This design comes from an exercise in tuning for a short achievable clock period on the open sky130 flow, not from production work.
Function was checked by simulation only, so behaviour that the tests miss may differ from the original.

`flow/config.mk`:
```
export PLATFORM = sky130hd
export DESIGN_NAME = OM_top
export DESIGN_NICKNAME = OM_top
export VERILOG_FILES = /design/flow/design.v
export SDC_FILE = /design/flow/constraint.sdc
export NUM_CORES = 4
export LEC_CHECK = 0
export CAP_MARGIN = 20
export CORE_MARGIN = 2
export CORE_UTILIZATION = 40
export SLEW_MARGIN = 20
```
`flow/flow/run.sh`:
```
#!/bin/bash
set -euo pipefail
bash standard.sh ADDER_MAP_FILE= finish > standard_flow.log 2>&1
```
`flow/constraint.sdc`:
```
create_clock -name core_clock -period 22.0 [get_ports {clk}]
set_input_delay 4.4000 -clock core_clock [delete_from_list [all_inputs] [get_ports {clk}]]
set_output_delay 4.4000 -clock core_clock [all_outputs]
set_load 0.01 [all_outputs]
```
`flow/design.v`:
```
`timescale 1ns / 1ps
module OM_top(x,y,z,clk,nReset,xY,yX);
parameter Stage_all = 19;
parameter N = Stage_all - 3;
parameter WL = 2*N;
parameter WL_out = 2*Stage_all;
	input [WL-1:0] x;
	input [WL-1:2] y;
	output [WL_out-1:0] z;
	input clk;
	input nReset;
	input [(N+1)*(N-3)+8:0] xY;
	input [(N+1)*(N-3)+6:0] yX;
	reg [WL-1:0] x_reg;
	reg [WL-1:2] y_reg;
	reg [WL-1:0] z_reg;
	wire [WL-1:0] temp_z;
	function dec(input [1:0] dg, input b);
		dec = (dg[1] & ~dg[0] & b) | (~dg[1] & dg[0] & ~b);
	endfunction
	wire [2:0] Ws1;
	assign Ws1[0] = (x_reg[1] ^ x_reg[0]) & xY[0];
	assign Ws1[1] = (x_reg[0] & (xY[1] ^ xY[0])) | (x_reg[1] & xY[1]);
	assign Ws1[2] = (~xY[1] & xY[0] & x_reg[0]) | (xY[1] & x_reg[1]);
	wire [4:0] a2, d2, b2, s2;
	wire [5:0] h2;
	genvar i, j;
	generate
		for (i=0;i<5;i=i+1) begin:g2
			assign a2[i] = dec(x_reg[3:2], xY[2+(i<3?i:2)]);
			assign d2[i] = dec(y_reg[3:2], yX[(i<3?i:2)]);
		end
	endgenerate
	assign b2 = {Ws1, 2'b00};
	assign s2[0] = a2[0] ^ d2[0] ^ y_reg[2];
	wire [5:1] c2o;    
	assign c2o[1] = (a2[0] & d2[0]) | (a2[0] & y_reg[2]) | (d2[0] & y_reg[2]);
	assign h2[0] = 1'b0;
	generate
		for (i=1;i<5;i=i+1) begin:g2c
			wire s1 = a2[i] ^ b2[i];
			assign h2[i] = a2[i] & b2[i];
			assign s2[i] = s1 ^ d2[i] ^ h2[i-1];
			assign c2o[i+1] = (s1 & d2[i]) | (s1 & h2[i-1]) | (d2[i] & h2[i-1]);
		end
	endgenerate
	wire [5:0] Ws_s2 = {s2, 1'b0};
	wire [5:0] Wc_s2 = {c2o[4:1], x_reg[2], 1'b0};
	wire [6:0] a3, d3, s3;
	wire [6:0] h3;
	wire [7:1] c3o;
	generate
		for (i=0;i<7;i=i+1) begin:g3
			assign a3[i] = dec(x_reg[5:4], xY[5+(i<4?i:3)]);
			assign d3[i] = dec(y_reg[5:4], yX[3+(i<4?i:3)]);
		end
	endgenerate
	assign s3[0] = a3[0] ^ d3[0] ^ y_reg[4];
	assign c3o[1] = (a3[0] & d3[0]) | (a3[0] & y_reg[4]) | (d3[0] & y_reg[4]);
	assign h3[0] = 1'b0;
	generate
		for (i=1;i<7;i=i+1) begin:g3c
			wire bb = Ws_s2[i-1];
			wire cc = Wc_s2[i-1];
			wire s1 = a3[i] ^ bb ^ cc;
			assign h3[i] = (a3[i] & bb) | (a3[i] & cc) | (bb & cc);
			assign s3[i] = s1 ^ d3[i] ^ h3[i-1];
			assign c3o[i+1] = (s1 & d3[i]) | (s1 & h3[i-1]) | (d3[i] & h3[i-1]);
		end
	endgenerate
	wire [6:0] Ws_s3 = s3;
	wire [6:0] Wc_s3 = {c3o[6:1], x_reg[4]};
	wire [20:1] Ws [0:16];
	wire [20:1] Wc [0:16];
	assign Ws[0] = {Ws_s3, 13'b0};
	assign Wc[0] = {Wc_s3, 13'b0};
	generate
		for (j=0;j<16;j=j+1) begin:row
			wire [2:0] W = Ws[j][20:18] + Wc[j][20:18];
			assign temp_z[2*j+1] = ~W[2] & (W[1] | W[0]);
			assign temp_z[2*j]   = W[2] & (~W[1] | ~W[0]);
			wire p = ((W[2] | W[0]) & ~W[1]) | (W[2] & W[0]);
			if (j < 13) begin:csa
				wire [1:0] xd = x_reg[2*j+7:2*j+6];
				wire [1:0] yd = y_reg[2*j+7:2*j+6];
				wire [17:0] a, d, s;
				wire [17:0] h;
				wire [18:1] co;
				for (i=0;i<18;i=i+1) begin:dd
					assign a[i] = dec(xd, xY[17*j+9+(i<17?i:16)]);
					assign d[i] = dec(yd, yX[17*j+7+(i<17?i:16)]);
				end
				assign s[0] = a[0] ^ d[0] ^ yd[0];
				assign co[1] = (a[0] & d[0]) | (a[0] & yd[0]) | (d[0] & yd[0]);
				assign h[0] = 1'b0;
				for (i=1;i<18;i=i+1) begin:cc
					wire bb = Ws[j][i];
					wire cc = Wc[j][i];
					wire s1 = a[i] ^ bb ^ cc;
					assign h[i] = (a[i] & bb) | (a[i] & cc) | (bb & cc);
					assign s[i] = s1 ^ d[i] ^ h[i-1];
					assign co[i+1] = (s1 & d[i]) | (s1 & h[i-1]) | (d[i] & h[i-1]);
				end
				assign Ws[j+1] = {p, W[0], s};
				assign Wc[j+1] = {2'b00, co[17:1], xd[0]};
			end else begin:lsb
				assign Ws[j+1] = {p, W[0], Ws[j][17:1], 1'b0};
				assign Wc[j+1] = {2'b00, Wc[j][17:1], 1'b0};
			end
		end
	endgenerate
	always @ (posedge clk or negedge nReset)
	begin
		if(!nReset)
			{x_reg,y_reg,z_reg} <= 'b0;
		else begin
			z_reg	<= temp_z;
			x_reg	<= x;
			y_reg	<= y;
		end
	end
	assign z = {z_reg,6'b0};
endmodule
```
`flow/standard.sh`:
```
#!/bin/bash
# synth_recipe.tcl (not shown) runs the flow's synth.tcl, then flattens the netlist and writes it again
# the make line also repeats each setting of config.mk as NAME=value (left out here)
make -C /OpenROAD-flow-scripts/flow DESIGN_CONFIG=/design/flow/config.mk WORK_HOME=/design/flow/orfs CLKGATE_MAP_FILE= SYNTH_SCRIPT=/design/flow/synth_recipe.tcl "${@:-finish}"
```
==> metrics.md, run 1 <==
| Metric | Value |
|---|---|
| IO Port Bufs | `478` |
| Vias in the first global route | `20,700` |
| Yosys cell types | `102` |
| Crit share post-route | `66.8%` |
| Reg2Reg Capture Point | `z_reg[31]$_DFF_PN0_` |
| Skew final | `31.7 ps` |
| Gates resized, CTS repair | `0` |
| Die footprint | `0.0555 mm^2` |
| CTS clk-pin slew, worst paths | `80 ps` |
| Wire per inst | `17.5 um` |
| Vert. Die Dim | `236 um` |
| First-pass GRT wire length | `109,000 um` |
| Hold path cells | `8` |
| Finished Layout Cells | `4,004` |
| Detail Placement HPWL | `59,900 um` |
| DRT antenna net count | `0` |
| Worst Hold End | `z_reg[30]$_DFF_PN0_` |
| Worst EP arrival | `15,010 ps` |
| Fin Setup TNS | `0 ps` |
| Clk sink count | `94` |
| Status | `no timing/DRC/antenna violations` |
| Core footprint | `0.0528 mm^2` |
| Residual DRC | `0` |
| Htree depth | `3` |
| RSZ-0062 raised after global routing | `false` |
| Hold violation total from the final report | `0` |
| Met1 usage | `29.8%` |
| Via-to-Cell Ratio | `5.35` |
| Hold path startpoint | `y_reg[30]$_DFF_PN0_` |
| GR Util met3 | `3.73%` |
| Async SR Flop Fraction | `100%` |
| Number of core rows | `84` |
| Met2 global-route usage | `43.9%` |
| Antenna violations before repair | `32` |
| Syn avg cell area | `7.51 um^2` |
| Share of layout cells above drive strength 1 | `4.59%` |
| Largest net degree at the start of global routing | `59` |
| Initial Util | `40.7%` |
| Fillers | `5,124` |
| Global placement routability congestion | `0.892` |
| Clock root buffer master | `clkbuf_16` |
| Top_reg_cell synth | `dfrtp_1` |
| Maxcap violations | `0` |
| #FFs+latches synth | `94` |
| Worst setup SP type | `input port` |
| Crit end category | `flip-flop` |
| All-Layer GR Usage | `24.6%` |
| TritonCTS clock tree | `built` |
| Final setup viols | `0` |
| Post-CTS Setup Inserts | `0` |
| Synth Instances | `2,858` |
| Worst-skew pair later-pin latency | `420 ps` |
| Reg2reg start | `y_reg[7]$_DFF_PN0_` |
| CP max FO | `8` |
| Yosys warns | `1` |
| Io pins | `560` |
| Req. time, crit path | `22,310 ps` |
| TritonRoute pass-1 iters | `5` |
| CTS Buf Count | `9` |
| Clock tree buffer depth | `2` |
| Critical setup path kind | `input port to flip-flop` |
| Initial DRC count | `1,030` |
| Most common cell after layout, fill and taps aside | `clkdlybuf4s50_1` |
| Post-synth EDFFs | `0` |
| Reg2reg setup slack | `10,530 ps` |
| Fin nets | `3,810` |
| Worst min-delay path class | `flip-flop to flip-flop` |
| Gr ovfl total | `0` |
| Cts hold-fix bufs | `0` |
| Synthesized cell area | `0.0215 mm^2` |
| Die X-Extent | `236 um` |
| Worst-case reg-to-reg path depth | `33` |
| Most frequent cells in the layout | `477 x clkdlybuf4s50_1, 396 x xnor2_1, 349 x nor2_1, 295 x nand2_1, 271 x a21oi_1` |
| Slowest CP cell | `o311ai_0` |
| Least-Margin Pin Slew | `1060 ps` |
| Slew margin rel. | `29.4%` |
| Via Count | `21,400` |
| Busiest layer in global routing | `met2` |
| Sequential share of the synthesized area | `11.0%` |
| Final slew viol count | `0` |
| Placed insts | `3,965` |
| DRT Wirelength | `70,000 um` |
| Final worst path period need | `14,710 ps` |
| Area Growth Syn to Fin | `27.0%` |
| Fmax | `0.0680 GHz` |
| CP max stage delay | `650 ps` |
critical path: cells and delay by family:
family | cells | cell delay (ps)
adder cells (fa/ha/maj) | 5 | 2020
AO/OA/AOI/OAI | 5 | 1970
buffers and inverters | 1 | 490
AND/OR/NAND/NOR | 8 | 1770
XOR/XNOR | 14 | 4360
metal layers:
layer  share of wire [%]  wire [um]
met3                 4.0       2820
met5                0.22        156
met2                  49      34500
met1                  44      30700
met4                 2.7       1910
stage by stage:
step	hold WS, ps	util, %	instance area [um^2]	setup slack [ps]
3_3_place_gp	1100	51.0	26900	7120
2_1_floorplan	994	-	21500	8310
3_5_place_dp	1130	51.0	26900	6940
4_1_cts	1150	51.5	27200	7310
6_report	1160	51.7	27300	7290
5_1_grt	1240	51.6	27200	6570
logic make-up (layout without fill, tap and decap cells):
logic type	Yosys count	after routing	synth area share (%)
other cells	1	29	0.0175
fa+ha+maj	222	222	10.5
flops	94	94	11.0
buf+inv	155	585	2.91
xor+xnor	618	618	30.8
mux	52	52	2.50
simple gates	974	974	21.3
compound gates	742	742	21.1
cell usage after synthesis (43+ instances only):
| cell type | number | area [um^2] |
|---|---|---|
| xnor2_1 | 396 | 3470 |
| nor2_1 | 349 | 1310 |
| nand2_1 | 295 | 1110 |
| a21oi_1 | 271 | 1360 |
| o21ai_0 | 208 | 1040 |
| maj3_1 | 201 | 2010 |
| xor2_1 | 126 | 1100 |
| dfrtp_1 | 94 | 2350 |
| inv_1 | 76 | 285 |
| clkbuf_1 | 63 | 236 |
| xnor3_1 | 51 | 1150 |
| o21a_1 | 47 | 353 |
| nand2b_1 | 43 | 269 |
area by class of cell:
class / count / area, um^2 / area share, %
antenna: 23 / 57.6 / 0.211
clock buffer: 9 / 225 / 0.826
clock inverter: 7 / 67.6 / 0.248
inverter: 76 / 285 / 1.05
multi-input combinational: 2614 / 18500 / 67.9
sequential: 94 / 2350 / 8.63
tap: 688 / 861 / 3.16
timing repair buffer: 493 / 4890 / 18.0
worst max path at each step:
stage	start	slack [ps]	cells past startpoint	endpoint
floorplan	yX[9]	8310	34	z_reg[31]$_DFF_PN0_
global placement	yX[24]	7120	34	z_reg[31]$_DFF_PN0_
detailed placement	yX[24]	6940	34	z_reg[31]$_DFF_PN0_
CTS	yX[24]	7310	34	z_reg[31]$_DFF_PN0_
global route	yX[7]	6570	34	z_reg[31]$_DFF_PN0_
finish	yX[24]	7290	33	z_reg[31]$_DFF_PN0_
==> run 2: changes to the inputs <==
==> flow/flow/run.sh (replaced) <==
#!/bin/bash
set -euo pipefail
bash standard.sh ADDER_MAP_FILE= SETUP_SLACK_MARGIN=12 finish > standard_flow.log 2>&1
==> metrics.md, run 2 <==
| Metric | Value |
|---|---|
| Status | `no timing/DRC/antenna violations (unchanged)` |
| Yosys warns | `1 (unchanged)` |
| Crit path top cell by count | `xnor2_2` |
| TritonRoute pass-1 iters | `5 (unchanged)` |
| #FFs+latches synth | `94 (unchanged)` |
| Reg2reg start | `y_reg[7]$_DFF_PN0_ (unchanged)` |
| Worst path top cell family by delay | `XOR/XNOR gates (unchanged)` |
| First-pass GRT wire length | `115,000 um (was 109,000 um)` |
| Slowest CP cell | `xnor3_2 (was o311ai_0)` |
| TritonCTS clock tree | `built (unchanged)` |
| Top_reg_cell synth | `dfrtp_1 (unchanged)` |
| Util after Layout | `60.4% (was 51.7%)` |
| Sequential share of the synthesized area | `11.0% (unchanged)` |
| Clk sink count | `94 (unchanged)` |
| Via Count | `22,700 (was 21,400)` |
| Most common cell in the synthesized netlist | `xnor2_1 (unchanged)` |
| Worst setup SP type | `input port (unchanged)` |
| Synth top area share | `16.2% (unchanged)` |
| Placed insts | `3,965 (unchanged)` |
| Vias in the first global route | `21,800 (was 20,700)` |
| Final slew viol count | `0 (unchanged)` |
| Fmax | `0.0750 GHz (was 0.0680 GHz)` |
| Residual DRC | `0 (unchanged)` |
| Async SR Flop Fraction | `100% (unchanged)` |
| IO Port Bufs | `478 (unchanged)` |
| Die X-Extent | `236 um (unchanged)` |
| Skew final | `24.7 ps (was 31.7 ps)` |
| Area Growth Syn to Fin | `48.3% (was 27.0%)` |
| Worst EP arrival | `13,630 ps (was 15,010 ps)` |
| Fin nets | `4,006 (was 3,810)` |
| Final setup viols | `0 (unchanged)` |
| Syn avg cell area | `7.51 um^2 (unchanged)` |
| Initial DRC count | `1,018 (was 1,030)` |
| Slew margin rel. | `19.1% (was 29.4%)` |
| Worst min-delay path class | `flip-flop to flip-flop (unchanged)` |
| Hold violation total from the final report | `0 (unchanged)` |
| Critical setup path kind | `input port to flip-flop (unchanged)` |
| Io pins | `560 (unchanged)` |
| Cts hold-fix bufs | `0 (unchanged)` |
| Worst-skew pair later-pin latency | `410 ps (was 420 ps)` |
| Gr ovfl total | `0 (unchanged)` |
| Post-synth EDFFs | `0 (unchanged)` |
| Core footprint | `0.0528 mm^2 (unchanged)` |
| Wire per inst | `18.1 um (was 17.5 um)` |
| Initial Util | `40.7% (unchanged)` |
| Clock tree buffer depth | `2 (unchanged)` |
| Most frequent cells after synthesis | `396 x xnor2_1, 349 x nor2_1, 295 x nand2_1, 271 x a21oi_1, 208 x o21ai_0 (unchanged)` |
| Via-to-Cell Ratio | `5.42 (was 5.35)` |
| Req. time, crit path | `22,290 ps (was 22,310 ps)` |
| DRT Wirelength | `75,900 um (was 70,000 um)` |
| Largest net degree at the start of global routing | `58 (was 59)` |
| Htree depth | `3 (unchanged)` |
| Most common cell after layout, fill and taps aside | `clkdlybuf4s50_1 (unchanged)` |
| Setup crit start | `xY[26] (was yX[24])` |
| CP max stage delay | `510 ps (was 650 ps)` |
| All-Layer GR Usage | `25.8% (was 24.6%)` |
| Most frequent cells in the layout | `447 x clkdlybuf4s50_1, 325 x nor2_1, 304 x xnor2_1, 285 x nand2_1, 251 x a21oi_1 (was 477 x clkdlybuf4s50_1, 396 x xnor2_1, 349 x nor2_1, 295 x nand2_1, 271 x a21oi_1)` |
| Synthesized cell area | `0.0215 mm^2 (unchanged)` |
| RSZ-0062 raised after global routing | `true (was false)` |
| DRT antenna net count | `0 (unchanged)` |
| CTS Buf Count | `9 (unchanged)` |
| Final worst path period need | `13,330 ps (was 14,710 ps)` |
| Least-Margin Pin Slew | `1200 ps (was 1060 ps)` |
| Vert. Die Dim | `236 um (unchanged)` |
| Die footprint | `0.0555 mm^2 (unchanged)` |
| Yosys cell types | `102 (unchanged)` |
| CTS clk-pin slew, worst paths | `80 ps (about the same)` |
| Crit end category | `flip-flop (unchanged)` |
| Synth Instances | `2,858 (unchanged)` |
| Fin Setup TNS | `0 ps (unchanged)` |
| Hold path startpoint | `y_reg[30]$_DFF_PN0_ (unchanged)` |
| Antenna violations before repair | `34 (was 32)` |
| Global placement routability congestion | `0.905 (was 0.892)` |
| Clock root buffer master | `clkbuf_16 (unchanged)` |
| Crit share post-route | `60.6% (was 66.8%)` |
| WP buf/inv | `2 (was 1)` |
| Finished Layout Cells | `4,200 (was 4,004)` |
| Detail Placement HPWL | `60,100 um (was 59,900 um)` |
| Largest area contributor in the netlist | `xnor2_1 (unchanged)` |
| Maxcap violations | `0 (unchanged)` |
| Top cells by area, synth | `xnor2_1 16%, dfrtp_1 11%, maj3_1 9.4% (unchanged)` |
| Share of layout cells above drive strength 1 | `23.2% (was 4.59%)` |
| Number of core rows | `84 (unchanged)` |
| CP max FO | `5 (was 8)` |
-- run 2: cell counts after synthesis --
Identical to the previous run, type by type.
-- run 2: tightest hold or removal path, stage by stage, from the launching register on --
cell	delay (ps)
dfrtp_1	350
nor2b_1	70
nand2_1	60
o21ai_0	160
nand2_1	120
a21oi_2	110
nand2_2	110
o21ai_0	80
nor2_1	100
-- run 2: area by class of cell --
| class | count | area, um^2 |
|---|---|---|
| antenna | 23 | 57.6 |
| clock buffer | 10 | 229 |
| clock inverter | 6 | 76.3 |
| fill | 4652 | 20900 |
| inverter | 76 | 285 |
| multi-input combinational | 2614 | 21500 |
| sequential | 94 | 2350 |
| tap | 688 | 861 |
| timing repair buffer | 689 | 6440 |
-- run 2: logic make-up after synthesis --
| logic type | Yosys count | synth area share (%) |
|---|---|---|
| AND/OR/NAND/NOR | 974 | 21.3 |
| AO/OA/AOI/OAI | 742 | 21.1 |
| XOR/XNOR | 618 | 30.8 |
| adder cells (fa/ha/maj) | 222 | 10.5 |
| buffers and inverters | 155 | 2.91 |
| flip-flops | 94 | 11.0 |
| multiplexers | 52 | 2.50 |
| other | 1 | 0.0175 |
-- run 2: worst paths after layout --
check	cells after the start	to	slack, ps
worst max-delay path	36	z_reg[31]$_DFF_PN0_	8670
worst min-delay path	8	z_reg[29]$_DFF_PN0_	1210
worst max register to register	34	z_reg[29]$_DFF_PN0_	11580
worst min register to register	8	z_reg[29]$_DFF_PN0_	1210
max in group asynchronous	2	x_reg[11]$_DFF_PN0_	16740
min in group asynchronous	1	x_reg[2]$_DFF_PN0_	4000
-- run 2: layer usage --
| metal | wire (um) | vias to the layer above | global-route usage (%) |
|---|---|---|---|
| met5 | 173 | - | 0 |
| met4 | 1750 | 26 | 7.26 |
| met3 | 4200 | 123 | 5.29 |
| met2 | 38800 | 540 | 47.3 |
| met1 | 30900 | 10700 | 30.2 |
| li1 | - | 11300 | - |
-- run 2: stage by stage --
step | setup slack, ps | hold slack [ps] | area [um^2]
after floorplan | 9020 | 995 | 22100
after global placement | 7710 | 1110 | 27500
after detailed placement | 7460 | 1160 | 27500
after CTS | 8920 | 1140 | 30500
after global routing | 8310 | 1300 | 31800
final | 8670 | 1210 | 31800
-- run 2: repair_timing --
item | 4_1_cts | 5_1_grt
hold endpoints to repair | 0 | 0
resized for setup | 362 | 193
setup endpoints to repair | 20 | 20
setup buffers | 143 | 53
pin swaps | 187 | 95
==> run 3: changes to the inputs <==
--- a/flow/config.mk
+++ b/flow/config.mk
@@ -8,4 +8,4 @@
 export CAP_MARGIN = 20
 export CORE_MARGIN = 2
-export CORE_UTILIZATION = 40
+export CORE_UTILIZATION = 60
 export SLEW_MARGIN = 20
==> metrics.md, run 3 <==
| Metric | Value |
|---|---|
| Gr ovfl total | `145` |
| Initial Util | `60.7% (was 40.7%)` |
| Clock root buffer master | `clkbuf_16 (unchanged)` |
| Status | `aborted with a tool error (was no timing/DRC/antenna violations)` |
| Most common cell in the synthesized netlist | `xnor2_1 (unchanged)` |
| Pre-CTS setup slack | `7460 ps (about the same)` |
| Top_reg_cell synth | `dfrtp_1 (unchanged)` |
| Synth top area share | `16.2% (unchanged)` |
| Worst_ep kind | `register input` |
| Syn avg cell area | `7.51 um^2 (unchanged)` |
| Placed insts | `3,735 (was 3,965)` |
| Vert. Die Dim | `193 um (was 236 um)` |
| Sequential share of the synthesized area | `11.0% (unchanged)` |
| Yosys warns | `1 (unchanged)` |
| Top cells by area, synth | `xnor2_1 16%, dfrtp_1 11%, maj3_1 9.4% (unchanged)` |
| #FFs+latches synth | `94 (unchanged)` |
| Global placement routability congestion | `0.927 (was 0.905)` |
| Largest area contributor in the netlist | `xnor2_1 (unchanged)` |
| Async SR Flop Fraction | `100% (unchanged)` |
| Most frequent cells after synthesis | `396 x xnor2_1, 349 x nor2_1, 295 x nand2_1, 271 x a21oi_1, 208 x o21ai_0 (unchanged)` |
| Tool error | `[ERROR GRT-0232] Routing congestion too high. Check the congestion heatmap in the GUI.` |
| Yosys cell types | `102 (unchanged)` |
| Synth Instances | `2,858 (unchanged)` |
| Cts hold-fix bufs | `0 (unchanged)` |
| Io pins | `560 (unchanged)` |
| CTS Buf Count | `9 (unchanged)` |
| Clk sink count | `94 (unchanged)` |
| IO Port Bufs | `478 (unchanged)` |
| All-Layer GR Usage | `75.9%` |
| Post-synth EDFFs | `0 (unchanged)` |
| Htree depth | `3 (unchanged)` |
| Number of core rows | `69 (was 84)` |
| Fail Step | `global routing` |
| Synthesized cell area | `0.0215 mm^2 (unchanged)` |
| Worst-path endpoint after global-route repair_timing | `z_reg[29]$_DFF_PN0_/D` |
| Clock tree buffer depth | `2 (unchanged)` |
| Largest net degree at the start of global routing | `68` |
| Die X-Extent | `193 um (was 236 um)` |
| Detail Placement HPWL | `56,000 um (was 60,100 um)` |
-- run 3: worst min path at each step --
stage	depth (start not counted)	start	to
after floorplan	8	y_reg[30]$_DFF_PN0_	z_reg[30]$_DFF_PN0_
after global placement	8	y_reg[30]$_DFF_PN0_	z_reg[30]$_DFF_PN0_
after detailed placement	8	y_reg[30]$_DFF_PN0_	z_reg[30]$_DFF_PN0_
after CTS	8	y_reg[30]$_DFF_PN0_	z_reg[29]$_DFF_PN0_
-- run 3: logic make-up after synthesis --
logic type	after synthesis	synth area share, %
and+or+nand+nor	974	21.3
AOI/OAI and AO/OA	742	21.1
xor gates and xnor gates	618	30.8
adders and majority gates	222	10.5
buffers and inverters	155	2.91
DFF	94	11.0
muxes	52	2.50
other	1	0.0175
-- run 3: timing repair --
item                                    CTS
endpoints found under the setup margin   20
buffers inserted                        146
pin swaps                               184
gates resized for setup                 325
hold endpoints to repair                  0
-- run 3: metrics by stage --
| stage | cell area (um^2) |
|---|---|
| CTS | 30000 |
| detailed placement | 27200 |
| global placement | 27200 |
| floorplan | 22100 |
-- run 3: per-layer routing --
metal | overflow | track usage, %
met1 | 1 | 73.2
met2 | 99 | 94.5
met3 | 3 | 59.0
met4 | 42 | 81.0
met5 | 0 | 28.4
==> run 4: changes to the inputs <==
==> flow/flow/run.sh (replaced) <==
#!/bin/bash
set -euo pipefail
W=$PWD
R=$W/orfs/results/sky130hd/OM_top/base
LIB=$FLOW_HOME/platforms/sky130hd/lib/sky130_fd_sc_hd__tt_025C_1v80.lib
DU=$(cat $W/flow/dont_use.txt)
bash standard.sh ADDER_MAP_FILE= $R/1_2_yosys.v > synth_flow.log 2>&1
cp $R/1_2_yosys.v $W/1_2_yosys_std.v
printf 'set_driving_cell sky130_fd_sc_hd__buf_1\nset_load 5\n' > $W/abc_resynth.constr
cat > $W/resynth.ys <<EOT
read_liberty -ignore_miss_func $LIB
setattr -mod -set keep_hierarchy 1 sky130_fd_sc_hd__df*
read_verilog $W/1_2_yosys_std.v
hierarchy -top OM_top
flatten
opt_clean -purge
delete A:keep_hierarchy
read_liberty -lib -nooverwrite $LIB
abc -script $W/flow/abc_delay.script -liberty $LIB $DU -constr $W/abc_resynth.constr -D 10 OM_top
opt_clean -purge
hilomap -singleton -hicell sky130_fd_sc_hd__conb_1 HI -locell sky130_fd_sc_hd__conb_1 LO OM_top
splitnets OM_top
insbuf -buf sky130_fd_sc_hd__buf_4 A X OM_top
opt_clean -purge
check -assert OM_top
stat -liberty $LIB OM_top
select OM_top
write_verilog -noattr -nohex -nodec -selected $W/1_2_yosys_resynth.v
EOT
yosys -l $W/resynth.log -s $W/resynth.ys > /dev/null 2>&1
cp $W/1_2_yosys_resynth.v $R/1_2_yosys.v
bash standard.sh ADDER_MAP_FILE= SETUP_SLACK_MARGIN=12 finish > standard_flow.log 2>&1
==> flow/flow/abc_delay.script (new file) <==
&get -n
&st
&b -d
&syn2
&dch -f
&if -g -K 6
&sopb
&dsdb
&synch2
&nf
&st
&b -d
&dch -f
&if -g -K 6
&sopb
&synch2
&nf
&st
&syn2
&if -g -K 6
&synch2
&nf
&st
&syn2
&if -g -K 6
&synch2
&nf
&put
buffer -c
topo
stime -c
upsize -c
dnsize -c
==> flow/flow/dont_use.txt (new file) <==
-dont_use sky130_fd_sc_hd__probe_p_8 -dont_use sky130_fd_sc_hd__probec_p_8 -dont_use sky130_fd_sc_hd__lpflow_bleeder_1 -dont_use sky130_fd_sc_hd__lpflow_clkbufkapwr_1 -dont_use sky130_fd_sc_hd__lpflow_clkbufkapwr_16 -dont_use sky130_fd_sc_hd__lpflow_clkbufkapwr_2 -dont_use sky130_fd_sc_hd__lpflow_clkbufkapwr_4 -dont_use sky130_fd_sc_hd__lpflow_clkbufkapwr_8 -dont_use sky130_fd_sc_hd__lpflow_clkinvkapwr_1 -dont_use sky130_fd_sc_hd__lpflow_clkinvkapwr_16 -dont_use sky130_fd_sc_hd__lpflow_clkinvkapwr_2 -dont_use sky130_fd_sc_hd__lpflow_clkinvkapwr_4 -dont_use sky130_fd_sc_hd__lpflow_clkinvkapwr_8 -dont_use sky130_fd_sc_hd__lpflow_decapkapwr_12 -dont_use sky130_fd_sc_hd__lpflow_decapkapwr_3 -dont_use sky130_fd_sc_hd__lpflow_decapkapwr_4 -dont_use sky130_fd_sc_hd__lpflow_decapkapwr_6 -dont_use sky130_fd_sc_hd__lpflow_decapkapwr_8 -dont_use sky130_fd_sc_hd__lpflow_inputiso0n_1 -dont_use sky130_fd_sc_hd__lpflow_inputiso0p_1 -dont_use sky130_fd_sc_hd__lpflow_inputiso1n_1 -dont_use sky130_fd_sc_hd__lpflow_inputiso1p_1 -dont_use sky130_fd_sc_hd__lpflow_inputisolatch_1 -dont_use sky130_fd_sc_hd__lpflow_isobufsrc_1 -dont_use sky130_fd_sc_hd__lpflow_isobufsrc_16 -dont_use sky130_fd_sc_hd__lpflow_isobufsrc_2 -dont_use sky130_fd_sc_hd__lpflow_isobufsrc_4 -dont_use sky130_fd_sc_hd__lpflow_isobufsrc_8 -dont_use sky130_fd_sc_hd__lpflow_isobufsrckapwr_16 -dont_use sky130_fd_sc_hd__lpflow_lsbuf_lh_hl_isowell_tap_1 -dont_use sky130_fd_sc_hd__lpflow_lsbuf_lh_hl_isowell_tap_2 -dont_use sky130_fd_sc_hd__lpflow_lsbuf_lh_hl_isowell_tap_4 -dont_use sky130_fd_sc_hd__lpflow_lsbuf_lh_isowell_4 -dont_use sky130_fd_sc_hd__lpflow_lsbuf_lh_isowell_tap_1 -dont_use sky130_fd_sc_hd__lpflow_lsbuf_lh_isowell_tap_2 -dont_use sky130_fd_sc_hd__lpflow_lsbuf_lh_isowell_tap_4 -dont_use sky130_fd_sc_hd__fill_1 -dont_use sky130_fd_sc_hd__fill_2 -dont_use sky130_fd_sc_hd__fill_4 -dont_use sky130_fd_sc_hd__fill_8 
--- a/flow/config.mk
+++ b/flow/config.mk
@@ -8,4 +8,4 @@
 export CAP_MARGIN = 20
 export CORE_MARGIN = 2
-export CORE_UTILIZATION = 60
+export CORE_UTILIZATION = 40
 export SLEW_MARGIN = 20
==> metrics.md, run 4 <==
| Metric | Value |
|---|---|
| Status | `no timing/DRC/antenna violations (was aborted with a tool error)` |
| Synthesized cell area | `0.0224 mm^2 (was 0.0215 mm^2)` |
| Busiest layer in global routing | `met2` |
| CTS clk-pin slew, worst paths | `100 ps` |
| Crit path top cell by count | `maj3_2` |
| Io pins | `560 (unchanged)` |
| Initial Util | `40.6% (was 60.7%)` |
| All-Layer GR Usage | `25.8%` |
| Fmax | `0.0759 GHz` |
| Htree depth | `3 (unchanged)` |
| Met1 usage | `31.6%` |
| Core footprint | `0.0552 mm^2` |
| Final setup viols | `0` |
| Global placement routability congestion | `0.892 (was 0.927)` |
| CP max FO | `4` |
| Met2 global-route usage | `46.2%` |
| Hold path startpoint | `y_reg[30]$_DFF_PN0_` |
| Final worst path period need | `13,180 ps` |
| IO Port Bufs | `478 (unchanged)` |
| Hold violation total from the final report | `0` |
| Slew margin rel. | `22.7%` |
| Clk sink count | `94 (unchanged)` |
| Detail Placement HPWL | `62,700 um (was 56,000 um)` |
| Worst setup SP type | `input port` |
| Worst path top cell family by delay | `XOR/XNOR gates` |
| Cts hold-fix bufs | `0 (unchanged)` |
| Fin Setup TNS | `0 ps` |
| Hold path cells | `7` |
| Fin nets | `4,201` |
| Util after Layout | `57.9%` |
| Wire per inst | `17.3 um` |
| Vert. Die Dim | `241 um (was 193 um)` |
| Worst min-delay path class | `flip-flop to flip-flop` |
| Maxcap violations | `0` |
| Reg2reg start | `x_reg[8]$_DFF_PN0_` |
| Residual DRC | `0` |
| Clock tree buffer depth | `2 (unchanged)` |
| Most common cell after layout, fill and taps aside | `clkdlybuf4s50_1` |
| Multi-input gate area | `0.0219 mm^2` |
| Crit. path cell count | `36` |
| DRT Wirelength | `77,100 um` |
| TritonRoute pass-1 iters | `5` |
| Reg area | `0.00235 mm^2` |
| Gr ovfl total | `0` |
| DRT antenna net count | `0` |
| GR Util met3 | `4.91%` |
| Via-to-Cell Ratio | `5.33` |
| Via Count | `23,700` |
| Critical setup path kind | `input port to flip-flop` |
| Least-Margin Pin Slew | `1160 ps` |
| Slowest CP cell | `or4b_4` |
| Setup crit start | `xY[9]` |
| Fillers | `5,069` |
| Antenna violations before repair | `34` |
| Synth Instances | `3,129 (was 2,858)` |
| DP Area | `0.0281 mm^2 (was 0.0272 mm^2)` |
| CTS Buf Count | `9 (unchanged)` |
| Crit share post-route | `59.9%` |
| Largest net degree at the start of global routing | `57` |
| CP max stage delay | `520 ps` |
| Yosys warns | `1 (unchanged)` |
| Final slew viol count | `0` |
| Hold WS | `1090 ps` |
| Die footprint | `0.0580 mm^2` |
| Initial DRC count | `1,069` |
| Skew final | `28.8 ps` |
| Clock root buffer master | `clkbuf_16 (unchanged)` |
| Syn avg cell area | `7.16 um^2 (was 7.51 um^2)` |
| Crit end category | `flip-flop` |
| Most frequent cells in the layout | `448 x clkdlybuf4s50_1, 443 x nor2_1, 399 x nand2_1, 288 x xnor2_1, 278 x a21oi_1` |
| Req. time, crit path | `22,260 ps` |
| WP buf/inv | `3` |
| Final Cell Area | `0.0319 mm^2` |
| RSZ-0062 raised after global routing | `true` |
| TritonCTS clock tree | `built` |
| Worst-skew pair later-pin latency | `410 ps` |
| Number of core rows | `86 (was 69)` |
| Share of layout cells above drive strength 1 | `19.1%` |
| Die X-Extent | `241 um (was 193 um)` |
| First-pass GRT wire length | `118,000 um` |
| Area Growth Syn to Fin | `42.5%` |
| Vias in the first global route | `22,700` |
| Worst-case reg-to-reg path depth | `34` |
| Worst EP arrival | `13,440 ps` |
run 4: stage by stage:
stage / cells / setup WS (ps)
finish: 4451 / 8820
floorplan: 3134 / 8900
detailed placement: 4269 / 7390
global route: 4444 / 8450
CTS: 4396 / 8920
global placement: 4269 / 7520
run 4: timing repair:
item,CTS,global route
gates cloned,0,0
setup buffers,111,36
gates resized for setup,325,181
setup endpoints to repair,18,22
pin swaps,185,109
run 4: worst min-delay path: stages, from the launching register on:
cell and delay, ps:
dfrtp_1 420, a21oi_1 90, nor2_1 80, a21oi_1 60
nand2_1 110, a41oi_2 50, o21ai_1 80, o211ai_1 110
run 4: path summary, 6_finish.rpt:
| kind | end | slack (ps) |
|---|---|---|
| setup / recovery | z_reg[31]$_DFF_PN0_ | 8820 |
| hold / removal | z_reg[30]$_DFF_PN0_ | 1090 |
| setup reg to reg | z_reg[31]$_DFF_PN0_ | 11700 |
| hold reg to reg | z_reg[30]$_DFF_PN0_ | 1090 |
| min in group asynchronous | y_reg[9]$_DFF_PN0_ | 3970 |
| max in group asynchronous | y_reg[31]$_DFF_PN0_ | 16780 |
run 4: layout make-up:
type / instances / area share [%]
diodes: 19 / 0.149
clock buffers: 10 / 0.748
clock inverters: 6 / 0.306
inverters: 75 / 0.897
multi-input cells: 2860 / 68.7
flip-flops and latches: 94 / 7.36
well taps: 748 / 2.93
repair buffers: 639 / 18.9
run 4: layer usage:
layer | share of wire (%) | vias up | routed length (um)
met2 | 49 | 553 | 38200
met5 | 0.26 | - | 197
met4 | 2.3 | 30 | 1740
li1 | - | 12000 | -
met1 | 43 | 11100 | 32800
met3 | 5.4 | 120 | 4190
==> run 5: changes to the inputs <==
==> flow/flow/abc_delay.script (replaced) <==
strash
dch -f
map -D 10
strash
dch -f
map -D 10
strash
dch -f
map -D 10
topo
buffer -c
upsize -c
dnsize -c
--- a/flow/config.mk
+++ b/flow/config.mk
@@ -9,3 +9,4 @@
 export CORE_MARGIN = 2
 export CORE_UTILIZATION = 40
+export PLACE_DENSITY = 0.75
 export SLEW_MARGIN = 20
==> metrics.md, run 5 <==
| Metric | Value |
|---|---|
| Antenna violations before repair | `74 (was 34)` |
| Hold violation total from the final report | `0 (unchanged)` |
| Critical setup path kind | `input port to flip-flop (unchanged)` |
| TritonCTS clock tree | `built (unchanged)` |
| Via Count | `44,200 (was 23,700)` |
| Io pins | `560 (unchanged)` |
| Clock root buffer master | `clkbuf_16 (unchanged)` |
| Area Growth Syn to Fin | `45.7% (was 42.5%)` |
| Gr ovfl total | `0 (unchanged)` |
| Vert. Die Dim | `273 um (was 241 um)` |
| DRT Wirelength | `128,000 um (was 77,100 um)` |
| Worst setup SP type | `input port (unchanged)` |
| Crit end category | `flip-flop (unchanged)` |
| Maxcap violations | `0 (unchanged)` |
| Final Cell Area | `0.0421 mm^2 (was 0.0319 mm^2)` |
| Residual DRC | `0 (unchanged)` |
| Most frequent cells in the layout | `1,227 x nand2_1, 913 x nand3_1, 456 x clkdlybuf4s50_1, 439 x nand4_1, 426 x nand3_2 (was 448 x clkdlybuf4s50_1, 443 x nor2_1, 399 x nand2_1, 288 x xnor2_1, 278 x a21oi_1)` |
| First-pass GRT wire length | `179,000 um (was 118,000 um)` |
| Synthesized cell area | `0.0289 mm^2 (was 0.0224 mm^2)` |
| Worst min-delay path class | `flip-flop to flip-flop (unchanged)` |
| Util after Layout | `58.9% (was 57.9%)` |
| Final setup viols | `0 (unchanged)` |
| Synth Instances | `5,372 (was 3,129)` |
| Detail Placement HPWL | `93,500 um (was 62,700 um)` |
| Least-Margin Pin Slew | `1380 ps (was 1160 ps)` |
| RSZ-0062 raised after global routing | `true (unchanged)` |
| CP max FO | `5 (was 4)` |
| Clock tree buffer depth | `2 (unchanged)` |
| Worst EP arrival | `11,810 ps (was 13,440 ps)` |
| Crit path top cell by count | `nand4_1 (was maj3_2)` |
| Fin Setup TNS | `0 ps (unchanged)` |
| Initial Util | `40.4% (was 40.6%)` |
| TritonRoute pass-1 iters | `9 (was 5)` |
| Die footprint | `0.0744 mm^2 (was 0.0580 mm^2)` |
| Initial DRC count | `4,345 (was 1,069)` |
| Die X-Extent | `273 um (was 241 um)` |
| Final slew viol count | `0 (unchanged)` |
| DP Area | `0.0347 mm^2 (was 0.0281 mm^2)` |
| Via-to-Cell Ratio | `6.25 (was 5.33)` |
| Most common cell after layout, fill and taps aside | `nand2_1 (was clkdlybuf4s50_1)` |
| Number of core rows | `98 (was 86)` |
| CP max stage delay | `450 ps (was 520 ps)` |
| Req. time, crit path | `22,300 ps (was 22,260 ps)` |
| Vias in the first global route | `37,400 (was 22,700)` |
| Fmax | `0.0869 GHz (was 0.0759 GHz)` |
| Largest net degree at the start of global routing | `57 (unchanged)` |
| Status | `no timing/DRC/antenna violations (unchanged)` |
| Wire per inst | `18.2 um (was 17.3 um)` |
| Syn avg cell area | `5.38 um^2 (was 7.16 um^2)` |
| Htree depth | `3 (unchanged)` |
| Fin nets | `6,586 (was 4,201)` |
| CTS clk-pin slew, worst paths | `100 ps (about the same)` |
| Skew final | `32.3 ps (was 28.8 ps)` |
| CTS Buf Count | `9 (unchanged)` |
| Reg2reg setup slack | `13,310 ps (was 11,700 ps)` |
| DRT antenna net count | `0 (unchanged)` |
| Crit share post-route | `52.3% (was 59.9%)` |
| Final worst path period need | `11,510 ps (was 13,180 ps)` |
| Core footprint | `0.0715 mm^2 (was 0.0552 mm^2)` |
| Slew margin rel. | `7.72% (was 22.7%)` |
| Slowest CP cell | `clkdlybuf4s50_1 (was or4b_4)` |
| Share of layout cells above drive strength 1 | `20.3% (was 19.1%)` |
| Clk sink count | `94 (unchanged)` |
| Worst-skew pair later-pin latency | `440 ps (was 410 ps)` |
| Global placement routability congestion | `0.943 (was 0.892)` |
| All-Layer GR Usage | `29.0% (was 25.8%)` |
| IO Port Bufs | `478 (unchanged)` |
| Yosys warns | `1 (unchanged)` |
==> run 5: layout make-up <==
cell class	count	area (um^2)
well taps	950	1190
clock buffers	10	239
flip-flops and latches	94	2350
fillers	6446	29400
inverters	436	1640
repair buffers	727	6720
multi-input cells	4796	29800
clock inverters	6	68.8
diodes	53	133
==> run 5: repair_timing <==
| action | in CTS | in global routing |
|---|---|---|
| gates cloned | 0 | 3 |
| buffers inserted | 65 | 167 |
| pin swaps | 127 | 425 |
| setup endpoints to repair | 14 | 18 |
| hold buffers | 0 | 0 |
| resized for setup | 216 | 866 |
==> run 5: layer usage <==
layer / vias to the layer above / routed length [um] / GRT usage (%)
met4: 52 / 6160 / 11.0
met2: 2178 / 60500 / 51.3
met3: 531 / 12900 / 7.08
met1: 20400 / 48600 / 33.7
met5: - / 328 / 0
li1: 21100 / - / -
==> run 5: worst max-delay path, delay by kind of cell <==
family	cells	cell delay [ps]
AO/OA/AOI/OAI	6	1380
AND/OR/NAND/NOR	25	5080
buffers and inverters	4	900
==> run 5: path summary, 6_finish.rpt <==
check                                    from             endpoint  cells past startpoint
max reg2reg                y_reg[7]$_DFF_PN0_  z_reg[28]$_DFF_PN0_                     37
max in group asynchronous              nReset   z_reg[2]$_DFF_PN0_                      2
min reg2reg                x_reg[2]$_DFF_PN0_   z_reg[3]$_DFF_PN0_                      6
max                                    xY[46]  z_reg[28]$_DFF_PN0_                     35
min in group asynchronous              nReset  x_reg[27]$_DFF_PN0_                      1
min                        x_reg[2]$_DFF_PN0_   z_reg[3]$_DFF_PN0_                      6
==> run 5: per-stage QoR <==
stage | instances | hold WS [ps] | worst slack, ps
final | 7072 | 1200 | 10490
after global routing | 7056 | 1330 | 10190
after CTS | 6849 | 1210 | 11300
after detailed placement | 6768 | 1180 | 10380
after global placement | 6768 | 1150 | 10590
after floorplan | 5377 | 975 | 12290
==> run 6: changes to the inputs <==
==> flow/flow/abc_delay.script (replaced) <==
strash
dch -f
map -D 10
strash
dch -f
map -D 10
strash
dch -f
map -D 10
topo
--- a/flow/config.mk
+++ b/flow/config.mk
@@ -9,4 +9,3 @@
 export CORE_MARGIN = 2
 export CORE_UTILIZATION = 40
-export PLACE_DENSITY = 0.75
 export SLEW_MARGIN = 20
==> metrics.md, run 6 <==
| Metric | Value |
|---|---|
| Status | `no timing/DRC/antenna violations (unchanged)` |
| Critical setup path kind | `input port to flip-flop (unchanged)` |
| Htree depth | `3 (unchanged)` |
| Most common cell after layout, fill and taps aside | `nand2_1 (unchanged)` |
| Least-Margin Pin Slew | `1150 ps (was 1380 ps)` |
| Synth Instances | `5,324 (was 5,372)` |
| Final worst path period need | `10,990 ps (was 11,510 ps)` |
| Clk sink count | `94 (unchanged)` |
| Skew final | `22.5 ps (was 32.3 ps)` |
| Worst path top cell family by delay | `simple AND/OR/NAND/NOR gates (unchanged)` |
| Final slew viol count | `0 (unchanged)` |
| Worst min-delay path class | `flip-flop to flip-flop (unchanged)` |
| Slew margin rel. | `22.8% (was 7.72%)` |
| Detail Placement HPWL | `96,000 um (was 93,500 um)` |
| Req. time, crit path | `22,300 ps (about the same)` |
| Fin Setup TNS | `0 ps (unchanged)` |
| Share of layout cells above drive strength 1 | `18.9% (was 20.3%)` |
| Crit end category | `flip-flop (unchanged)` |
| CTS Buf Count | `9 (unchanged)` |
| Worst setup SP type | `input port (unchanged)` |
| TritonCTS clock tree | `built (unchanged)` |
| CP max FO | `6 (was 5)` |
| Global placement routability congestion | `0.919 (was 0.943)` |
| CTS clk-pin slew, worst paths | `80 ps (was 100 ps)` |
| Hold violation total from the final report | `0 (unchanged)` |
| Antenna violations before repair | `38 (was 74)` |
| Area Growth Syn to Fin | `45.2% (was 45.7%)` |
| Core footprint | `0.0700 mm^2 (was 0.0715 mm^2)` |
| Slowest CP cell | `a21boi_4 (was clkdlybuf4s50_1)` |
| Initial Util | `40.4% (about the same)` |
| Clock tree buffer depth | `2 (unchanged)` |
| Residual DRC | `0 (unchanged)` |
| Syn avg cell area | `5.31 um^2 (was 5.38 um^2)` |
| WP buf/inv | `10 (was 4)` |
| Die X-Extent | `270 um (was 273 um)` |
| DRT Wirelength | `122,000 um (was 128,000 um)` |
| Maxcap violations | `0 (unchanged)` |
| Worst EP arrival | `11,290 ps (was 11,810 ps)` |
| Io pins | `560 (unchanged)` |
| Hold WS | `1160 ps (was 1200 ps)` |
| IO Port Bufs | `478 (unchanged)` |
| Yosys warns | `1 (unchanged)` |
| Fmax | `0.0910 GHz (was 0.0869 GHz)` |
| Die footprint | `0.0728 mm^2 (was 0.0744 mm^2)` |
| TritonRoute pass-1 iters | `8 (was 9)` |
| RSZ-0062 raised after global routing | `true (unchanged)` |
| Via-to-Cell Ratio | `6.03 (was 6.25)` |
| CP max stage delay | `260 ps (was 450 ps)` |
| Cts hold-fix bufs | `0 (unchanged)` |
| Most frequent cells in the layout | `1,258 x nand2_1, 1,027 x nand3_1, 456 x clkdlybuf4s50_1, 450 x nand4_1, 422 x clkinv_1 (was 1,227 x nand2_1, 913 x nand3_1, 456 x clkdlybuf4s50_1, 439 x nand4_1, 426 x nand3_2)` |
| First-pass GRT wire length | `188,000 um (was 179,000 um)` |
| Wire per inst | `17.3 um (was 18.2 um)` |
| Worst-skew pair later-pin latency | `420 ps (was 440 ps)` |
| Largest net degree at the start of global routing | `49 (was 57)` |
| Vias in the first global route | `37,700 (was 37,400)` |
| Synthesized cell area | `0.0283 mm^2 (was 0.0289 mm^2)` |
| Gr ovfl total | `0 (unchanged)` |
| All-Layer GR Usage | `30.9% (was 29.0%)` |
| Crit path top cell by count | `nand4_1 (unchanged)` |
| Clock root buffer master | `clkbuf_16 (unchanged)` |
| Final setup viols | `0 (unchanged)` |
| Via Count | `42,500 (was 44,200)` |
| Crit share post-route | `50.0% (was 52.3%)` |
| Initial DRC count | `3,254 (was 4,345)` |
| Vert. Die Dim | `270 um (was 273 um)` |
| Fin nets | `6,604 (was 6,586)` |
| DRT antenna net count | `0 (unchanged)` |
| Number of core rows | `97 (was 98)` |
==> run 6: cell count changes in the layout (fill, tap and decap cells not counted), moves of 25 or more <==
cell / before / now
a21o_2: 0 / 29
nand3_4: 96 / 69
nand2_1: 1227 / 1258
diode_2: 53 / 23
buf_4: 236 / 261
and2_1: 32 / 0
nand3_1: 913 / 1027
clkinv_1: 1 / 422
and2_2: 1 / 34
nand3_2: 426 / 337
inv_1: 418 / 0
a21o_1: 28 / 0
==> run 6: area by class of cell <==
| type | instances | area, um^2 |
|---|---|---|
| Inverter | 436 | 1650 |
| Sequential cell | 94 | 2350 |
| Tap cell | 940 | 1180 |
| Clock inverter | 7 | 77.6 |
| Fill cell | 6846 | 29000 |
| Multi-Input combinational cell | 4793 | 28700 |
| Timing Repair Buffer | 748 | 6840 |
| Clock buffer | 9 | 225 |
| Antenna cell | 23 | 57.6 |
==> run 6: path summary, 6_finish.rpt <==
path	from	endpoint	slack, ps	cells past startpoint
setup reg to reg	x_reg[7]$_DFF_PN0_	z_reg[28]$_DFF_PN0_	13270	43
max in group asynchronous	nReset	y_reg[22]$_DFF_PN0_	16780	2
min in group asynchronous	nReset	y_reg[15]$_DFF_PN0_	4030	1
hold reg to reg	x_reg[2]$_DFF_PN0_	z_reg[3]$_DFF_PN0_	1160	6
setup / recovery	xY[9]	z_reg[28]$_DFF_PN0_	11010	44
hold / removal	x_reg[2]$_DFF_PN0_	z_reg[3]$_DFF_PN0_	1160	6
==> run 6: through the flow <==
step           setup slack, ps  cells  utilization [%]  instance area, um^2
2_1_floorplan            12000   5329                -                28300
3_3_place_gp             10120   6759             49.1                34400
3_5_place_dp              9960   6759             49.1                34400
4_1_cts                  11450   6931             54.9                38500
5_1_grt                  10520   7044             58.6                41000
6_report                 11010   7050             58.6                41000
==> run 6: metal layers <==
layer	global-route usage [%]	routed length, um
met3	5.73	8840
met5	0	251
met1	37.7	51100
met4	10.1	4070
met2	54.4	58000
==> run 6: worst register-to-register path, delay by kind of cell, from the launching register on <==
| kind | cells | cell delay, ps |
|---|---|---|
| AND/OR/NAND/NOR | 29 | 5270 |
| buffers and inverters | 7 | 1320 |
| AO/OA/AOI/OAI | 7 | 1200 |
| flip-flops | 1 | 830 |
==> run 6: repair_timing <==
action | CTS | global route
setup buffers | 156 | 96
endpoints found under the hold margin | 0 | 0
setup endpoints to repair | 16 | 18
pin swaps | 296 | 224
gates resized for setup | 615 | 388
==> run 7: changes to the inputs <==
==> flow/flow/abc_delay.script (replaced) <==
strash
dch -f
map -D 10
topo
buffer -c
upsize -c
dnsize -c
==> metrics.md, run 7 <==
| Metric | Value |
|---|---|
| Die footprint | `0.0749 mm^2 (was 0.0728 mm^2)` |
| Largest net degree at the start of global routing | `52 (was 49)` |
| Share of layout cells above drive strength 1 | `20.4% (was 18.9%)` |
| Vias in the first global route | `36,800 (was 37,700)` |
| Least-Margin Pin Slew | `1110 ps (was 1150 ps)` |
| Fillers | `7,099 (was 6,846)` |
| Slowest CP cell | `nand4_1 (was a21boi_4)` |
| Most common cell after layout, fill and taps aside | `nand2_1 (unchanged)` |
| Metal3 WL | `9610 um (was 8840 um)` |
| Reg2reg start | `y_reg[7]$_DFF_PN0_ (was x_reg[7]$_DFF_PN0_)` |
| Critical setup path kind | `input port to flip-flop (unchanged)` |
| Synthesized cell area | `0.0291 mm^2 (was 0.0283 mm^2)` |
| Number of core rows | `98 (was 97)` |
| TritonRoute pass-1 iters | `6 (was 8)` |
| Final slew viol count | `0 (unchanged)` |
| Most frequent cells in the layout | `1,153 x nand2_1, 808 x nand3_1, 484 x nand4_1, 450 x clkdlybuf4s50_1, 442 x inv_1 (was 1,258 x nand2_1, 1,027 x nand3_1, 456 x clkdlybuf4s50_1, 450 x nand4_1, 422 x clkinv_1)` |
| First-pass GRT wire length | `186,000 um (was 188,000 um)` |
| Gr ovfl total | `0 (unchanged)` |
| Cts hold-fix bufs | `0 (unchanged)` |
| Crit path top cell by count | `nand4_1 (unchanged)` |
| WL met2 | `57,800 um (was 58,000 um)` |
| Hold violation total from the final report | `0 (unchanged)` |
| Pre-CTS setup slack | `10,190 ps (was 9960 ps)` |
| Wire per inst | `17.5 um (was 17.3 um)` |
| Antenna violations before repair | `39 (was 38)` |
| DRT Wirelength | `123,000 um (was 122,000 um)` |
| Detail Placement HPWL | `96,100 um (was 96,000 um)` |
| TritonCTS clock tree | `built (unchanged)` |
| Area Growth Syn to Fin | `44.0% (was 45.2%)` |
| Vert. Die Dim | `274 um (was 270 um)` |
| Yosys warns | `1 (unchanged)` |
| Global placement routability congestion | `0.911 (was 0.919)` |
| Initial Util | `40.6% (was 40.4%)` |
| Status | `no timing/DRC/antenna violations (unchanged)` |
| Skew final | `21.1 ps (was 22.5 ps)` |
| CTS clk-pin slew, worst paths | `80 ps (about the same)` |
| Clk sink count | `94 (unchanged)` |
| PnR worst setup slack | `10,830 ps (was 11,010 ps)` |
| RSZ-0062 raised after global routing | `true (unchanged)` |
| Worst min-delay path class | `flip-flop to flip-flop (unchanged)` |
| Fmax | `0.0895 GHz (was 0.0910 GHz)` |
| Uppermost layer routed | `met5 (unchanged)` |
| Worst-skew pair later-pin latency | `420 ps (about the same)` |
| Initial DRC count | `3,383 (was 3,254)` |
| Clock tree buffer depth | `2 (unchanged)` |
| Util after Layout | `58.4% (was 58.6%)` |
| Hold WS | `1150 ps (was 1160 ps)` |
| Worst EP arrival | `11,500 ps (was 11,290 ps)` |
| IO Port Bufs | `478 (unchanged)` |
| Reg2reg setup slack | `13,280 ps (was 13,270 ps)` |
| Die X-Extent | `274 um (was 270 um)` |
| Maxcap violations | `0 (unchanged)` |
| Final setup viols | `0 (unchanged)` |
| Crit share post-route | `50.8% (was 50.0%)` |
| Core footprint | `0.0717 mm^2 (was 0.0700 mm^2)` |
| Clock root buffer master | `clkbuf_16 (unchanged)` |
| Fin nets | `6,539 (was 6,604)` |
| Final worst path period need | `11,170 ps (was 10,990 ps)` |
| Synth Instances | `5,272 (was 5,324)` |
| CP max stage delay | `280 ps (was 260 ps)` |
| Syn avg cell area | `5.52 um^2 (was 5.31 um^2)` |
| Slew margin rel. | `25.9% (was 22.8%)` |
| Req. time, crit path | `22,330 ps (was 22,300 ps)` |
| Reg2Reg Capture Point | `z_reg[29]$_DFF_PN0_ (was z_reg[28]$_DFF_PN0_)` |
| Worst Hold End | `z_reg[30]$_DFF_PN0_ (was z_reg[3]$_DFF_PN0_)` |
| Io pins | `560 (unchanged)` |
| CTS Buf Count | `9 (unchanged)` |
| Hold path cells | `8 (was 6)` |
| Worst-case reg-to-reg path depth | `41 (was 43)` |
| Residual DRC | `0 (unchanged)` |
| CP max FO | `6 (unchanged)` |
| Worst setup SP type | `input port (unchanged)` |
| Hold path startpoint | `y_reg[30]$_DFF_PN0_ (was x_reg[2]$_DFF_PN0_)` |
| Via Count | `41,300 (was 42,500)` |
| All-Layer GR Usage | `30.2% (was 30.9%)` |
| Setup crit start | `xY[28] (was xY[9])` |
| M1 WL | `52,300 um (was 51,100 um)` |
| Fin Setup TNS | `0 ps (unchanged)` |
| Crit end category | `flip-flop (unchanged)` |
| DRT antenna net count | `0 (unchanged)` |
| Via-to-Cell Ratio | `5.90 (was 6.03)` |
| Htree depth | `3 (unchanged)` |
## run 7: worst max path at each step
| stage | to |
|---|---|
| after global routing | z_reg[30]$_DFF_PN0_ |
| final | z_reg[29]$_DFF_PN0_ |
| after floorplan | z_reg[25]$_DFF_PN0_ |
| after CTS | z_reg[30]$_DFF_PN0_ |
| after detailed placement | z_reg[30]$_DFF_PN0_ |
| after global placement | z_reg[28]$_DFF_PN0_ |
## run 7: final cells by class
| class | instances | area [um^2] | share of cell area, % |
|---|---|---|---|
| multi-input cells | 4667 | 29200 | 69.7 |
| repair buffers | 771 | 7040 | 16.8 |
| clock inverters | 6 | 68.8 | 0.164 |
| well taps | 950 | 1190 | 2.84 |
| diodes | 23 | 57.6 | 0.137 |
| flip-flops and latches | 94 | 2350 | 5.61 |
| inverters | 474 | 1780 | 4.26 |
| clock buffers | 10 | 229 | 0.546 |
## run 7: per-layer routing
layer	track usage, %	up-vias
met4	7.68	36
met5	0	-
li1	-	20600
met3	5.97	177
met1	38.2	19200
met2	52.3	1200
## run 7: repair_timing
item	CTS	global route
gates cloned	3	0
setup buffers	145	131
setup endpoints to repair	16	18
gates resized for setup	556	428
pin swaps	231	240
## run 7: critical path, delay by kind of cell
kind                   cells  cell delay (ps)
and+or+nand+nor           29             4650
AOI/OAI and AO/OA          5              920
buffers and inverters      9             1500
## run 7: through the flow
step | instances | area (um^2)
CTS | 6841 | 38900
detailed placement | 6677 | 34900
global route | 6988 | 41900
floorplan | 5277 | 29100
global placement | 6677 | 34900
finish | 6995 | 41900
==> run 8: changes to the inputs <==
==> flow/flow/abc_delay.script (replaced) <==
strash
dch -f
map -D 10
strash
dch -f
map -D 10
strash
dch -f
map -D 10
topo
buffer -c
upsize -c
dnsize -c
==> metrics.md, run 8 <==
| Metric | Value |
|---|---|
| Status | `no timing/DRC/antenna violations (unchanged)` |
| Crit share post-route | `49.7% (was 50.8%)` |
| Worst-skew pair later-pin latency | `420 ps (about the same)` |
| Final slew viol count | `0 (unchanged)` |
| Share of layout cells above drive strength 1 | `19.1% (was 20.4%)` |
| RSZ-0062 raised after global routing | `true (unchanged)` |
| All-Layer GR Usage | `30.6% (was 30.2%)` |
| Fmax | `0.0914 GHz (was 0.0895 GHz)` |
| CTS clk-pin slew, worst paths | `90 ps (was 80 ps)` |
| Die footprint | `0.0744 mm^2 (was 0.0749 mm^2)` |
| Worst setup SP type | `input port (unchanged)` |
| Clk sink count | `94 (unchanged)` |
| Wire per inst | `17.3 um (was 17.5 um)` |
| Synth Instances | `5,372 (was 5,272)` |
| TritonRoute pass-1 iters | `6 (unchanged)` |
| Cts hold-fix bufs | `0 (unchanged)` |
| Via Count | `42,100 (was 41,300)` |
| Worst EP arrival | `11,250 ps (was 11,500 ps)` |
| Reg2reg setup slack | `13,690 ps (was 13,280 ps)` |
| Vias in the first global route | `38,400 (was 36,800)` |
| Fillers | `6,995 (was 7,099)` |
| TritonCTS clock tree | `built (unchanged)` |
| Io pins | `560 (unchanged)` |
| Skew final | `26.0 ps (was 21.1 ps)` |
| Vert. Die Dim | `273 um (was 274 um)` |
| CP max FO | `7 (was 6)` |
| Most frequent cells in the layout | `1,259 x nand2_1, 944 x nand3_1, 457 x clkdlybuf4s50_1, 439 x nand4_1, 427 x nand3_2 (was 1,153 x nand2_1, 808 x nand3_1, 484 x nand4_1, 450 x clkdlybuf4s50_1, 442 x inv_1)` |
| Worst-case reg-to-reg path depth | `44 (was 41)` |
| Critical setup path kind | `input port to flip-flop (unchanged)` |
| Antenna violations before repair | `45 (was 39)` |
| Initial DRC count | `2,935 (was 3,383)` |
| Maxcap violations | `0 (unchanged)` |
| Die X-Extent | `273 um (was 274 um)` |
| Initial Util | `40.4% (was 40.6%)` |
| Area Growth Syn to Fin | `43.3% (was 44.0%)` |
| Detail Placement HPWL | `95,300 um (was 96,100 um)` |
| Fin nets | `6,584 (was 6,539)` |
| Residual DRC | `0 (unchanged)` |
| CP max stage delay | `280 ps (about the same)` |
| CTS Buf Count | `9 (unchanged)` |
| Largest net degree at the start of global routing | `60 (was 52)` |
| Clock tree buffer depth | `2 (unchanged)` |
| Clock root buffer master | `clkbuf_16 (unchanged)` |
| Req. time, crit path | `22,310 ps (was 22,330 ps)` |
| Least-Margin Pin Slew | `1200 ps (was 1110 ps)` |
| Final setup viols | `0 (unchanged)` |
| Crit end category | `flip-flop (unchanged)` |
| First-pass GRT wire length | `188,000 um (was 186,000 um)` |
| Via-to-Cell Ratio | `5.98 (was 5.90)` |
| Syn avg cell area | `5.38 um^2 (was 5.52 um^2)` |
| Slowest CP cell | `nand4_1 (unchanged)` |
| Synthesized cell area | `0.0289 mm^2 (was 0.0291 mm^2)` |
| Hold path cells | `6 (was 8)` |
| IO Port Bufs | `478 (unchanged)` |
| Fin Setup TNS | `0 ps (unchanged)` |
| Number of core rows | `98 (unchanged)` |
| DRT Wirelength | `122,000 um (was 123,000 um)` |
| Most common cell after layout, fill and taps aside | `nand2_1 (unchanged)` |
| Slew margin rel. | `19.5% (was 25.9%)` |
| Core footprint | `0.0715 mm^2 (was 0.0717 mm^2)` |
| DRT antenna net count | `0 (unchanged)` |
| Final worst path period need | `10,940 ps (was 11,170 ps)` |
| Global placement routability congestion | `0.927 (was 0.911)` |
| Gr ovfl total | `0 (unchanged)` |
| Worst min-delay path class | `flip-flop to flip-flop (unchanged)` |
| Yosys warns | `1 (unchanged)` |
| Htree depth | `3 (unchanged)` |
| Hold violation total from the final report | `0 (unchanged)` |
==> run 8: metrics by stage <==
stage / area, um^2 / setup WS (ps) / util, % / instances / hold WS (ps)
after global placement: 34700 / 10470 / 48.6 / 6766 / 1140
after detailed placement: 34700 / 10330 / 48.6 / 6767 / 1120
after global routing: 41400 / 10600 / 57.9 / 7035 / 1270
final: 41400 / 11060 / 57.9 / 7044 / 1180
after CTS: 39300 / 11510 / 54.9 / 6951 / 1130
after floorplan: 28900 / 12290 / - / 5377 / 975
==> run 8: path summary, 6_finish.rpt <==
path | startpoint | end
max | xY[26] | z_reg[28]$_DFF_PN0_
min | y_reg[28]$_DFF_PN0_ | z_reg[24]$_DFF_PN0_
max reg2reg | y_reg[7]$_DFF_PN0_ | z_reg[28]$_DFF_PN0_
min reg2reg | y_reg[28]$_DFF_PN0_ | z_reg[24]$_DFF_PN0_
max in group asynchronous | nReset | y_reg[4]$_DFF_PN0_
min in group asynchronous | nReset | x_reg[7]$_DFF_PN0_
==> run 8: timing repair <==
action | 4_1_cts | 5_1_grt
buffers inserted | 166 | 66
resized for setup | 657 | 311
pin swaps | 293 | 193
gates cloned | 2 | 0
setup endpoints to repair | 14 | 16
==> run 8: metal layers <==
metal  vias to the layer above  part of all wire, %  global-route usage [%]
met5                         -                 0.24                       0
met4                        46                  3.0                    9.41
met3                       235                  7.3                    6.33
met2                      1272                   47                    54.0
met1                     19500                   42                    37.0
li1                      21000                    -                       -
==> run 8: worst max-delay path, delay by kind of cell <==
kind                   cells  cell delay (ps)
AND/OR/NAND/NOR           39             5600
buffers and inverters      5              950
AO/OA/AOI/OAI              2              270
==> run 8: final cells by class <==
class | instances | area (um^2) | area share, %
multi-input cells | 4795 | 29200 | 70.5
repair buffers | 726 | 6680 | 16.1
flip-flops and latches | 94 | 2350 | 5.68
inverters | 436 | 1640 | 3.96
well taps | 950 | 1190 | 2.87
clock buffers | 9 | 225 | 0.544
clock inverters | 7 | 71.3 | 0.172
diodes | 27 | 67.6 | 0.163

[re-timing with driven ports]
In the flow no input, the clock included, has a driving cell. The finished layouts below were timed again as built, in two steps.
Step 1 assumes that a clkbuf_16 drives the clock port and a buf_2 every other input.
Step 2 times the ports against the registers' clock, not the clock port: input delays grow and output delays shrink by t, the midpoint of the rising clock arrivals with the driver on.
a / b / c = no drivers / after step 1 / after step 2; a / b = the first two.
run | t, ns | slack for setup (ns) | slew at the worst register clock pin (ns) | worst data-port slew with drivers (ns)
run 1 | 0.462 | 7.295 / 7.326 / 6.865 | 0.11 / 0.11 | 0.13
run 2 | 0.453 | 8.668 / 8.697 / 8.244 | 0.10 / 0.10 | 0.12
run 4 | 0.455 | 8.824 / 8.845 / 8.390 | 0.10 / 0.10 | 0.13
run 5 | 0.483 | 10.491 / 10.532 / 10.049 | 0.10 / 0.10 | 0.16
run 6 | 0.474 | 11.009 / 11.023 / 10.549 | 0.10 / 0.10 | 0.17
run 7 | 0.479 | 10.830 / 10.868 / 10.390 | 0.10 / 0.10 | 0.15
run 8 | 0.478 | 11.064 / 11.108 / 10.630 | 0.10 / 0.10 | 0.15
After both steps every run listed still meets setup and hold. For run 6, which loses most, drivers alone change the setup slack by +0.014 ns; drivers and shift together by -0.460 ns.
